From an optimization exercise on the open Yosys and OpenROAD flow, aimed at small area; shortcuts taken in it are not production practice.
RTL that was checked went through simulation tests only; none was proved equivalent to the original.
Power and IR drop assume default switching activity.

== run A ==
==> flow/design.v <==
module game (
    input CLK,
    input RST,
    output LED_R0,
    output LED_R1,
    output LED_R2,
    output LED_R3,
    output LED_R4,
    output LED_R5,
    output LED_R6,
    output LED_R7,
    output LED_C0,
    output LED_C1,
    output LED_C2,
    output LED_C3,
    input BTN_1,
    input BTN_2,
    input BTN_RST
    );
    reg        RUN, VIS;
    reg [2:0]  BASKET;       
    reg [3:0]  SH1, SH2, SHR;    
    reg        IN1, IN2, INR;    
    wire running = RUN & VIS;
    wire blank   = RUN & ~VIS;
    reg [2:0]  UP;
    reg [9:0]  LOW;
    wire low0    = (LOW[8:0] == 9'd0);
    wire low_end = low0 & LOW[9];
    wire tick    = low0 & ~LOW[9] & (UP == 3'd0);
    wire [1:0] row = UP[1:0];
    reg [5:0]  NUM;          
    reg [1:0]  EROW;         
    localparam [63:0] XTAB0 = 64'h1db3de7f6f656919;
    localparam [63:0] XTAB1 = 64'h936a3140d8d7dd95;
    localparam [63:0] XTAB2 = 64'h5adf29e0b4bc335f;
    wire [2:0] EGG_X = {XTAB2[NUM], XTAB1[NUM], XTAB0[NUM]};
    wire press1 = SH1[3] & ~SH1[2];      
    wire press2 = SH2[3] & ~SH2[2];      
    wire start  = SHR[3] & ~SHR[2] & ~RUN;
    wire caught = (EGG_X == BASKET) | (EGG_X == BASKET + 3'd1);
    wire lost   = running & tick & (EROW == 2'd3) & ~caught;
    always @(posedge CLK) begin
        IN1 <= BTN_1;
        IN2 <= BTN_2;
        INR <= BTN_RST;
        if (RST) begin
            RUN <= 1'b1;
            VIS <= 1'b0;
            UP <= 3'd7;
            LOW <= 10'h200;
            SH1[2:0] <= 3'h7;
            SH2[2:0] <= 3'h7;
            SHR[2:0] <= 3'h7;
        end else begin
            LOW <= {LOW[8:0], LOW[9] ^ LOW[6] ^ low0};
            UP <= UP + {2'd0, low_end};
            RUN <= (running & ~lost) | start;
            VIS <= running | start;
            if (running) begin
                SH1 <= {SH1[2:0], IN1};
                SH2 <= {SH2[2:0], IN2};
            end
            if (~RUN)
                SHR <= {SHR[2:0], INR};
        end
        if (start) begin
            BASKET <= 3'd3;
            NUM <= 6'd0;
            EROW <= 2'd0;
        end else if (running) begin
            if (press2 & (BASKET != 3'd6))
                BASKET <= BASKET + 3'd1;
            else if (press1 & (BASKET != 3'd0))
                BASKET <= BASKET - 3'd1;
            if (tick) begin
                EROW <= EROW + 2'd1;
                if (EROW == 2'd3)
                    NUM <= NUM + 6'd1;
            end
        end
    end
    wire       egg_on  = running & (EROW != 2'd0) & (row == EROW - 2'd1);
    wire       bask_on = VIS & (row == 2'd3);
    wire [7:0] egg_row  = 8'd1 << EGG_X;
    wire [7:0] bask_row = 8'd3 << BASKET;
    wire [7:0] LED_R = ~(({8{egg_on}} & egg_row) | ({8{bask_on}} & bask_row));
    wire [3:0] LED_C = blank ? 4'hF : ~(4'd1 << row);
    assign {LED_R7, LED_R6, LED_R5, LED_R4, LED_R3, LED_R2, LED_R1, LED_R0} = LED_R;
    assign {LED_C0, LED_C1, LED_C2, LED_C3} = LED_C;
endmodule
==> flow/config.mk <==
export PLATFORM = sky130hd
export DESIGN_NAME = game
export DESIGN_NICKNAME = game
export VERILOG_FILES = /design/flow/design.v
export SDC_FILE = /design/flow/constraint.sdc
export NUM_CORES = 4
export LEC_CHECK = 0
export CAP_MARGIN = 20
export CORE_MARGIN = 2
export CORE_UTILIZATION = 40
export SLEW_MARGIN = 20
==> flow/constraint.sdc <==
create_clock -name core_clock -period 10.0 [get_ports {CLK}]
set_input_delay 2.0000 -clock core_clock [delete_from_list [all_inputs] [get_ports {CLK}]]
set_output_delay 2.0000 -clock core_clock [all_outputs]
set_load 0.01 [all_outputs]
standard.sh (not shown) runs the stock make flow with config.mk's settings and CLKGATE_MAP_FILE= SYNTH_SCRIPT=/design/flow/synth_recipe.tcl, a recipe that flattens the netlist after the stock synthesis.
==> flow/flow/run.sh <==
#!/bin/bash
# Standard ORFS layout, except that:
#  - the combinational logic of the standard synthesis netlist is re-mapped by
#    ABC for area (several scripts, the smallest result is kept); registers are
#    left as the standard synthesis made them;
#  - ports are buffered with the smallest buffer;
#  - clock tree synthesis uses no dummy loads.
set -euo pipefail
W=$PWD
R=$W/orfs/results/$FLOW_PLATFORM/game/base
LIB=$FLOW_HOME/platforms/$FLOW_PLATFORM/lib/sky130_fd_sc_hd__tt_025C_1v80.lib

# 1. standard synthesis (netlist only)
bash standard.sh $R/1_2_yosys.v > $W/1_standard_synth.log 2>&1
cp $R/1_2_yosys.v $W/standard_1_2_yosys.v

# 2. area re-mapping of the combinational logic; same don't-use cells as ORFS
DONT_USE=$(grep -o -- '-dont_use [A-Za-z0-9_]*' $W/orfs/logs/$FLOW_PLATFORM/game/base/1_2_yosys.log | sort -u | tr '\n' ' ')
best=""; best_area=""
for s in $W/flow/abc*.abc; do
  n=$(basename $s .abc)
  REOPT_LIB=$LIB REOPT_IN=$W/standard_1_2_yosys.v REOPT_OUT=$W/reopt_$n.v \
  REOPT_SCRIPT=$s REOPT_DONT_USE="$DONT_USE" FLOW_TOP=$FLOW_TOP \
    yosys -c $W/flow/reopt.tcl > $W/2_reopt_$n.log 2>&1 || continue
  a=$(grep "Chip area" $W/2_reopt_$n.log | tail -1 | awk '{print $NF}')
  echo "$n $a" >> $W/2_reopt_areas.txt
  if [[ -z "$best" ]] || awk "BEGIN{exit !($a < $best_area)}"; then best=$n; best_area=$a; fi
done
echo "best $best $best_area" >> $W/2_reopt_areas.txt
cp $W/reopt_$best.v $R/1_2_yosys.v

# 3. the rest of the standard flow
export BUFFER_PORTS_ARGS="-buffer_cell sky130_fd_sc_hd__buf_1"
export CTS_ARGS="-sink_clustering_enable -repair_clock_nets -dont_use_dummy_load"
bash standard.sh > $W/3_standard_layout.log 2>&1
Other scripts of this flow, unchanged in this note and not shown: flow/flow/abc1.abc, flow/flow/abc2.abc, flow/flow/abc3.abc, flow/flow/abc4.abc, flow/flow/abc5.abc, flow/flow/reopt.tcl
The inputs of run B differ from those of run A as listed below.
-- flow/design.v --
<<< run A, line 39
    wire press2 = SH2[3] & ~SH2[2];      
    wire start  = SHR[3] & ~SHR[2] & ~RUN;
    wire caught = (EGG_X == BASKET) | (EGG_X == BASKET + 3'd1);
    wire lost   = running & tick & (EROW == 2'd3) & ~caught;
    always @(posedge CLK) begin
>>> run B, line 39
    wire press2 = SH2[3] & ~SH2[2];      
    wire start  = SHR[3] & ~SHR[2] & ~RUN;
    wire caught = |((8'd1 << EGG_X) & (8'd3 << BASKET));
    wire lost   = running & tick & (EROW == 2'd3) & ~caught;
    always @(posedge CLK) begin
Results
Summary of the comparison: fraction of area in multi-input gates is lower in run B, relative to run A. In run B the filler cell count in the final layout turned out 11 lower than in run A. Number of multi-input combinational cells in run B vs run A: down 4.7%. Run B ends up with a post-layout net count that is 11 lower than in run A. Internal power: run A and run B compared, lower one is run B. The setup slack of run B is larger than that of run A. Per the comparison of run B with run A, minimum period implied by the final worst setup slack shows a reduction of 0.39 ns, cell row count shows a reduction of 1. Taking run A as the reference, in run B utilization saw an increase; non-filler instance count after layout saw a decrease; number of non-clock inverters in the layout saw a decrease; synthesized cell area saw a decrease. Share of total power consumed by net switching down 4.7 points in run B wrt run A. Run B vs. run A: post-route cell area went down by 34 sq um.
Only the layout flow was run in run A; the RTL was not checked for function there.

re-timing with driven ports:
Ports are ideal in the flow. The routed layouts listed here were re-timed in OpenROAD. Step 1 (the two cells are an assumption about what drives the block):
set clk [get_ports {CLK}]
set_driving_cell -lib_cell sky130_fd_sc_hd__clkbuf_16 $clk
set_driving_cell -lib_cell sky130_fd_sc_hd__buf_2 [delete_from_list [all_inputs] $clk]
Step 2 adds t to the input delays and takes it off the output delays; t is the mean of the earliest and latest rising clock arrival at the registers after step 1. Input paths then give back, and output paths get back, about the clock's delay inside the block. Three values: ideal, step 1, step 2; two values: the first two.
run | shift t [ns] | setup WS [ns] | hold WS [ns] | clock arrival spread, ns | pins driven straight from the clock port
run A | 0.308 | 4.833 / 4.810 / 5.118 | 0.415 / 0.415 / 0.415 | 0.012 / 0.012 | 1
run B | 0.303 | 5.219 / 5.193 / 5.496 | 0.432 / 0.432 / 0.432 | 0.016 / 0.016 | 1
After both steps every run listed still meets setup and hold.
